This design comes from an exercise in tuning for small area, a short achievable clock period and few clock cycles per item on the open sky130 flow, not from production work. Where RTL was checked, it was by simulation tests only, not by an equivalence proof against the original. Power and IR drop assume default switching activity.

rev 12:
Design divider_nr, start of the top module:
module divider_nr
  #
  (
   parameter BITS      = 16
   )
  (
   input wire                       clk,
   input wire                       reset,
   input wire                       start,
   input wire unsigned [BITS-1:0]   dividend,
   input wire unsigned [BITS-1:0]   divisor,
   output logic                     done,
   output logic unsigned [BITS-1:0] quotient,
   output logic unsigned [BITS-1:0] remainder
   );
For scale: roughly 820 cells after synthesis, ~57 flip-flops, roughly 68 I/O pins, ~4600 um2 of cells after synthesis.
==> module divider_nr, before the edit <==
module divider_nr
  #
  (
   parameter BITS      = 16
   )
  (
   input wire                       clk,
   input wire                       reset,
   input wire                       start,
   input wire unsigned [BITS-1:0]   dividend,
   input wire unsigned [BITS-1:0]   divisor,
   output logic                     done,
   output logic unsigned [BITS-1:0] quotient,
   output logic unsigned [BITS-1:0] remainder
   );
  localparam BC = $clog2(BITS);
  logic [BITS:0]   t_q;        
  logic [BITS-1:0] d_q;        
  logic            q_q;        
  logic            qn_q;       
  logic            done_q;     
  logic [BITS-2:0] quo_q;      
  logic [BC-1:0]   idx_q;      
  logic            bit_q;      
  logic            busy_q;
  logic            norm_q;     
  function automatic logic [3:0] msb_pos(input logic [15:0] x);
    logic [7:0] y8;
    logic [3:0] y4;
    logic [1:0] y2;
    msb_pos[3] = |x[15:8];
    y8         = msb_pos[3] ? x[15:8] : x[7:0];
    msb_pos[2] = |y8[7:4];
    y4         = msb_pos[2] ? y8[7:4] : y8[3:0];
    msb_pos[1] = |y4[3:2];
    y2         = msb_pos[1] ? y4[3:2] : y4[1:0];
    msb_pos[0] = y2[1];
  endfunction
  logic [3:0]    pa, pb;
  logic [4:0]    pdiff;
  logic [BC-1:0] sh;
  assign pa    = msb_pos(dividend);
  assign pb    = msb_pos(divisor);
  assign pdiff = {1'b0, pa} - {1'b0, pb};
  assign sh    = pdiff[4] ? '0 : pdiff[3:0];
  logic [BITS-1:0] bmask;
  logic            wider;
  always_comb begin
    bmask[BITS-1] = divisor[BITS-1];
    for (int i = BITS-2; i > 0; i--) bmask[i] = bmask[i+1] | divisor[i];
    bmask[0] = 1'b1;   
  end
  assign wider = |(dividend & ~bmask);
  logic [BITS-1:0] rn;
  assign rn = ({BITS{q_q}} & d_q) | ({BITS{qn_q}} & t_q[BITS-1:0]);
  logic [BITS:0]   x;
  logic [BITS+1:0] dx;
  always_comb begin
    if (!busy_q || done_q)
      x = {1'b0, dividend};
    else if (norm_q)
      x = {1'b0, dividend >> idx_q};
    else
      x = {rn, bit_q};
  end
  assign dx = {1'b0, x} - {2'b0, divisor};
  logic [BC-1:0] nidx;
  assign nidx = norm_q ? idx_q - 4'd1 : idx_q - 4'd2;
  assign done      = done_q;
  assign quotient  = {quo_q, q_q};
  assign remainder = rn;
  always_ff @(posedge clk) begin
    t_q   <= x;
    d_q   <= dx[BITS-1:0];
    q_q   <= ~dx[BITS+1];
    qn_q  <= dx[BITS+1];
    if (start)
      done_q <= !wider;
    else
      done_q <= busy_q && !norm_q && !done_q && (idx_q == 4'd1);
    bit_q <= dividend[nidx];
    if (start) begin
      busy_q <= 1'b1;
      norm_q <= wider;
      idx_q  <= sh;
      quo_q  <= '0;
    end else if (norm_q) begin
      norm_q <= 1'b0;
    end else begin
      if (busy_q) idx_q <= idx_q - 1'b1;
      if (done) busy_q <= 1'b0;
      quo_q <= quotient[BITS-2:0];
    end
    if (reset) begin
      busy_q <= 1'b0;
      norm_q <= 1'b0;
      done_q <= 1'b0;
    end
  end
endmodule
Settings: LEC_CHECK=0, ABC_AREA=1, CAP_MARGIN=20, CORE_MARGIN=2, CORE_UTILIZATION=60, SETUP_SLACK_MARGIN=2.0, SLEW_MARGIN=20; clock period 5.0 ns.
standard.sh (not shown) runs the stock make flow with config.mk's settings and CLKGATE_MAP_FILE= SYNTH_SCRIPT=/design/flow/synth_recipe.tcl, a recipe that flattens the netlist after the stock synthesis.
==> flow/flow/run.sh <==
#!/bin/bash
cp standard.sh standard_sh.txt
export BUFFER_PORTS_ARGS="-buffer_cell sky130_fd_sc_hd__buf_2"
export ADDER_MAP_FILE=
bash standard.sh > standard.log 2>&1
Input changes introduced in rev 13 (baseline for comparison: rev 12):
diff --git a/flow/design.v b/flow/design.v
--- a/flow/design.v
+++ b/flow/design.v
@@ -123,24 +123,16 @@
   logic [BC-1:0] sh;
   assign pa    = msb_pos(dividend);
   assign pb    = msb_pos(divisor);
   assign pdiff = {1'b0, pa} - {1'b0, pb};
   assign sh    = pdiff[4] ? '0 : pdiff[3:0];
-  logic [BITS-1:0] bmask;
-  logic            wider;
-  always_comb begin
-    bmask[BITS-1] = divisor[BITS-1];
-    for (int i = BITS-2; i > 0; i--) bmask[i] = bmask[i+1] | divisor[i];
-    bmask[0] = 1'b1;   
-  end
-  assign wider = |(dividend & ~bmask);
   logic [BITS-1:0] rn;
   assign rn = ({BITS{q_q}} & d_q) | ({BITS{qn_q}} & t_q[BITS-1:0]);
   logic [BITS:0]   x;
   logic [BITS+1:0] dx;
   always_comb begin
-    if (!busy_q || done_q)
+    if (start)
       x = {1'b0, dividend};
     else if (norm_q)
       x = {1'b0, dividend >> idx_q};
     else
       x = {rn, bit_q};
@@ -155,17 +147,17 @@
     t_q   <= x;
     d_q   <= dx[BITS-1:0];
     q_q   <= ~dx[BITS+1];
     qn_q  <= dx[BITS+1];
     if (start)
-      done_q <= !wider;
+      done_q <= (sh == '0);
     else
       done_q <= busy_q && !norm_q && !done_q && (idx_q == 4'd1);
     bit_q <= dividend[nidx];
     if (start) begin
       busy_q <= 1'b1;
-      norm_q <= wider;
+      norm_q <= (sh != '0);
       idx_q  <= sh;
       quo_q  <= '0;
     end else if (norm_q) begin
       norm_q <= 1'b0;
     end else begin
Notes after the runs:
Rev 13 went all the way through synthesis, placement and routing and the layout is clean on timing, DRC and antenna. Against rev 12, rev 13 reports a ratio of routed vias to standard cells that is lower. From rev 12 to rev 13 the numbers moved as follows: clock network power consumption fell 13%; synthesized flop and latch total flat. Sequential share of layout area delta for rev 13 relative to rev 12: 0.97 points higher. Rev 13 supports a higher top clock frequency than rev 12. Reported leakage power: rev 13 < rev 12. Relative to rev 12, the non-clock buffer count measured on rev 13 has decreased slightly. Via count in rev 13 is about 12% below rev 12. Compared with rev 12, rev 13 shows a lower synthesized area. Rev 13: post-cts repair resize count 1 above rev 12. Rev 13 vs rev 12, first element of the critical path: dividend[15] vs idx_q[1]$_DFFE_PP_.
Testbench counts of rev 13, summed over its fixed seeds: cycles 6,651, items 1,600.
Function not checked in rev 12: the RTL went through the layout flow alone.

========
The RTL this note starts from:
==> flow/design.v <==
`timescale 1ns/10ps
module leading_ones
  #
  (
   parameter SELECTOR,
   parameter BITS      = 16
   )
  (
   input wire [BITS-1:0]         SW,
   output logic [$clog2(BITS):0] LED
   );
  generate
    if (SELECTOR == "UNIQUE_CASE") begin : g_UNIQUE_CASE
      always_comb begin
        LED           = '0;  
        unique case (1'b1)
          SW[15]:  LED  = 16;
          SW[14]:  LED  = 15;
          SW[13]:  LED  = 14;
          SW[12]:  LED  = 13;
          SW[11]:  LED  = 12;
          SW[10]:  LED  = 11;
          SW[9]:   LED  = 10;
          SW[8]:   LED  = 9;
          SW[7]:   LED  = 8;
          SW[6]:   LED  = 7;
          SW[5]:   LED  = 6;
          SW[4]:   LED  = 5;
          SW[3]:   LED  = 4;
          SW[2]:   LED  = 3;
          SW[1]:   LED  = 2;
          SW[0]:   LED  = 1;
        endcase
      end  
    end else if (SELECTOR == "CASE") begin : g_CASE  
      always_comb begin
        LED           = '0;  
        case (1'b1)
          SW[15]:  LED  = 16;
          SW[14]:  LED  = 15;
          SW[13]:  LED  = 14;
          SW[12]:  LED  = 13;
          SW[11]:  LED  = 12;
          SW[10]:  LED  = 11;
          SW[9]:   LED  = 10;
          SW[8]:   LED  = 9;
          SW[7]:   LED  = 8;
          SW[6]:   LED  = 7;
          SW[5]:   LED  = 6;
          SW[4]:   LED  = 5;
          SW[3]:   LED  = 4;
          SW[2]:   LED  = 3;
          SW[1]:   LED  = 2;
          SW[0]:   LED  = 1;
          default: LED  = 0;
        endcase
      end  
    end else if (SELECTOR == "DOWN_FOR") begin : g_UP_IF
      logic found;
      always_comb begin
        LED = '0;
        found = 1'b0;
        for (int i = $high(SW); i >= $low(SW); i--) begin
          if (SW[i] && !found) begin
            LED = i + 1;
            found = 1'b1;
          end
        end
      end
    end else if (SELECTOR == "UP_FOR") begin : g_DOWN_IF
      always_comb begin
        LED = '0;
        for (int i = $low(SW); i <= $high(SW); i++) begin
          if (SW[i]) begin
            LED = i + 1;
          end
        end
      end
    end
  endgenerate
endmodule
`timescale 1ns/10ps
module divider_nr
  #
  (
   parameter BITS      = 16
   )
  (
   input wire                       clk,
   input wire                       reset,
   input wire                       start,
   input wire unsigned [BITS-1:0]   dividend,
   input wire unsigned [BITS-1:0]   divisor,
   output logic                     done,
   output logic unsigned [BITS-1:0] quotient,
   output logic unsigned [BITS-1:0] remainder
   );
  localparam BC = $clog2(BITS);
  logic [BITS:0]   t_q;        
  logic [BITS-1:0] d_q;        
  logic            q_q;        
  logic            qn_q;       
  logic            done_q;     
  logic [BITS-2:0] quo_q;      
  logic [BC-1:0]   idx_q;      
  logic            bit_q;      
  logic            busy_q;
  logic            norm_q;     
  function automatic logic [3:0] msb_pos(input logic [15:0] x);
    logic [7:0] y8;
    logic [3:0] y4;
    logic [1:0] y2;
    msb_pos[3] = |x[15:8];
    y8         = msb_pos[3] ? x[15:8] : x[7:0];
    msb_pos[2] = |y8[7:4];
    y4         = msb_pos[2] ? y8[7:4] : y8[3:0];
    msb_pos[1] = |y4[3:2];
    y2         = msb_pos[1] ? y4[3:2] : y4[1:0];
    msb_pos[0] = y2[1];
  endfunction
  logic [3:0]    pa, pb;
  logic [4:0]    pdiff;
  logic [BC-1:0] sh;
  assign pa    = msb_pos(dividend);
  assign pb    = msb_pos(divisor);
  assign pdiff = {1'b0, pa} - {1'b0, pb};
  assign sh    = pdiff[4] ? '0 : pdiff[3:0];
  logic [BITS-1:0] rn;
  assign rn = ({BITS{q_q}} & d_q) | ({BITS{qn_q}} & t_q[BITS-1:0]);
  logic [BITS:0]   x;
  logic [BITS+1:0] dx;
  logic [BC-1:0]   amt;
  logic [BITS-1:0] sx;
  assign amt = norm_q ? idx_q : '0;
  assign sx  = dividend >> amt;
  assign x   = (norm_q || !busy_q || done_q) ? {1'b0, sx} : {rn, bit_q};
  assign dx = {1'b0, x} - {2'b0, divisor};
  logic [BC-1:0] nidx;
  assign nidx = norm_q ? idx_q - 4'd1 : idx_q - 4'd2;
  assign done      = done_q;
  assign quotient  = {quo_q, q_q};
  assign remainder = rn;
  always_ff @(posedge clk) begin
    t_q   <= x;
    d_q   <= dx[BITS-1:0];
    q_q   <= ~dx[BITS+1];
    qn_q  <= dx[BITS+1];
    if (start)
      done_q <= (sh == '0);
    else
      done_q <= busy_q && !norm_q && !done_q && (idx_q == 4'd1);
    bit_q <= dividend[nidx];
    if (start) begin
      busy_q <= 1'b1;
      norm_q <= (sh != '0);
      idx_q  <= sh;
      quo_q  <= '0;
    end else if (norm_q) begin
      norm_q <= 1'b0;
    end else begin
      if (busy_q) idx_q <= idx_q - 1'b1;
      if (done) busy_q <= 1'b0;
      quo_q <= quotient[BITS-2:0];
    end
    if (reset) begin
      busy_q <= 1'b0;
      norm_q <= 1'b0;
      done_q <= 1'b0;
    end
  end
endmodule
Settings: LEC_CHECK=0, ABC_AREA=1, CAP_MARGIN=20, CORE_MARGIN=2, CORE_UTILIZATION=60, SETUP_SLACK_MARGIN=2.0, SLEW_MARGIN=20; clock period 5.0 ns.
Scripts as last shown in full above: flow/flow/run.sh
Rerun with:
--- a/flow/design.v
+++ b/flow/design.v
@@ -100,6 +100,4 @@
   logic [BITS-1:0] d_q;        
   logic            q_q;        
-  logic            qn_q;       
-  logic            done_q;     
   logic [BITS-2:0] quo_q;      
   logic [BC-1:0]   idx_q;      
@@ -127,16 +125,19 @@
   assign sh    = pdiff[4] ? '0 : pdiff[3:0];
   logic [BITS-1:0] rn;
-  assign rn = ({BITS{q_q}} & d_q) | ({BITS{qn_q}} & t_q[BITS-1:0]);
+  assign rn = q_q ? d_q : t_q[BITS-1:0];
   logic [BITS:0]   x;
   logic [BITS+1:0] dx;
-  logic [BC-1:0]   amt;
-  logic [BITS-1:0] sx;
-  assign amt = norm_q ? idx_q : '0;
-  assign sx  = dividend >> amt;
-  assign x   = (norm_q || !busy_q || done_q) ? {1'b0, sx} : {rn, bit_q};
+  always_comb begin
+    if (start)
+      x = {1'b0, dividend};
+    else if (norm_q)
+      x = {1'b0, dividend >> idx_q};
+    else
+      x = {rn, bit_q};
+  end
   assign dx = {1'b0, x} - {2'b0, divisor};
   logic [BC-1:0] nidx;
   assign nidx = norm_q ? idx_q - 4'd1 : idx_q - 4'd2;
-  assign done      = done_q;
+  assign done      = busy_q && !norm_q && (idx_q == '0);
   assign quotient  = {quo_q, q_q};
   assign remainder = rn;
@@ -145,9 +146,4 @@
     d_q   <= dx[BITS-1:0];
     q_q   <= ~dx[BITS+1];
-    qn_q  <= dx[BITS+1];
-    if (start)
-      done_q <= (sh == '0);
-    else
-      done_q <= busy_q && !norm_q && !done_q && (idx_q == 4'd1);
     bit_q <= dividend[nidx];
     if (start) begin
@@ -166,5 +162,4 @@
       busy_q <= 1'b0;
       norm_q <= 1'b0;
-      done_q <= 1'b0;
     end
   end
=> The new run completed without violations; worst setup slack gets worse by 0.083 ns; total power goes down by 4.7%; combinational power rose by about 20%; global-route usage rose by 2.8 points; critical path depth fell by 11.
Testbench counts after the change, summed over its fixed seeds: cycles 6,651, items 1,600.
For the first run of this note, only the layout was checked, not whether the RTL still works.

## what the ideal ports hide
How much do the figures lean on ideal ports? The routed layouts below were timed once more, with nothing changed but the port constraints. Step 1 (the two cells are an assumption about what drives the block):
set clk [get_ports {clk}]
set_driving_cell -lib_cell sky130_fd_sc_hd__clkbuf_16 $clk
set_driving_cell -lib_cell sky130_fd_sc_hd__buf_2 [delete_from_list [all_inputs] $clk]
Step 2, shift: input delay + t, output delay - t, t = (earliest + latest rising clock arrival at the registers) / 2. This alone moves slack from input paths to output paths. Slacks: no drivers / after step 1 / after step 2; pairs: no drivers / after step 1.
run | t (ns) | slack for setup (ns) | hold WS [ns] | latest minus earliest clock arrival (ns)
rev 12 | 0.373 | 2.204 / 2.204 / 1.858 | 0.495 / 0.495 / 0.495 | 0.006 / 0.006
rev 13 | 0.374 | 2.224 / 2.234 / 1.860 | 0.492 / 0.492 / 0.492 | 0.014 / 0.014
the first run of note 2 | 0.380 | 2.190 / 2.190 / 1.829 | 0.470 / 0.470 / 0.470 | 0.020 / 0.019
the second run of note 2 | 0.351 | 2.108 / 2.072 / 1.859 | 0.496 / 0.496 / 0.496 | 0.010 / 0.010
After both steps setup and hold are still met in every run listed. The setup slack of rev 13, which loses most, moves by +0.010 ns with the drivers and by -0.364 ns with both steps.
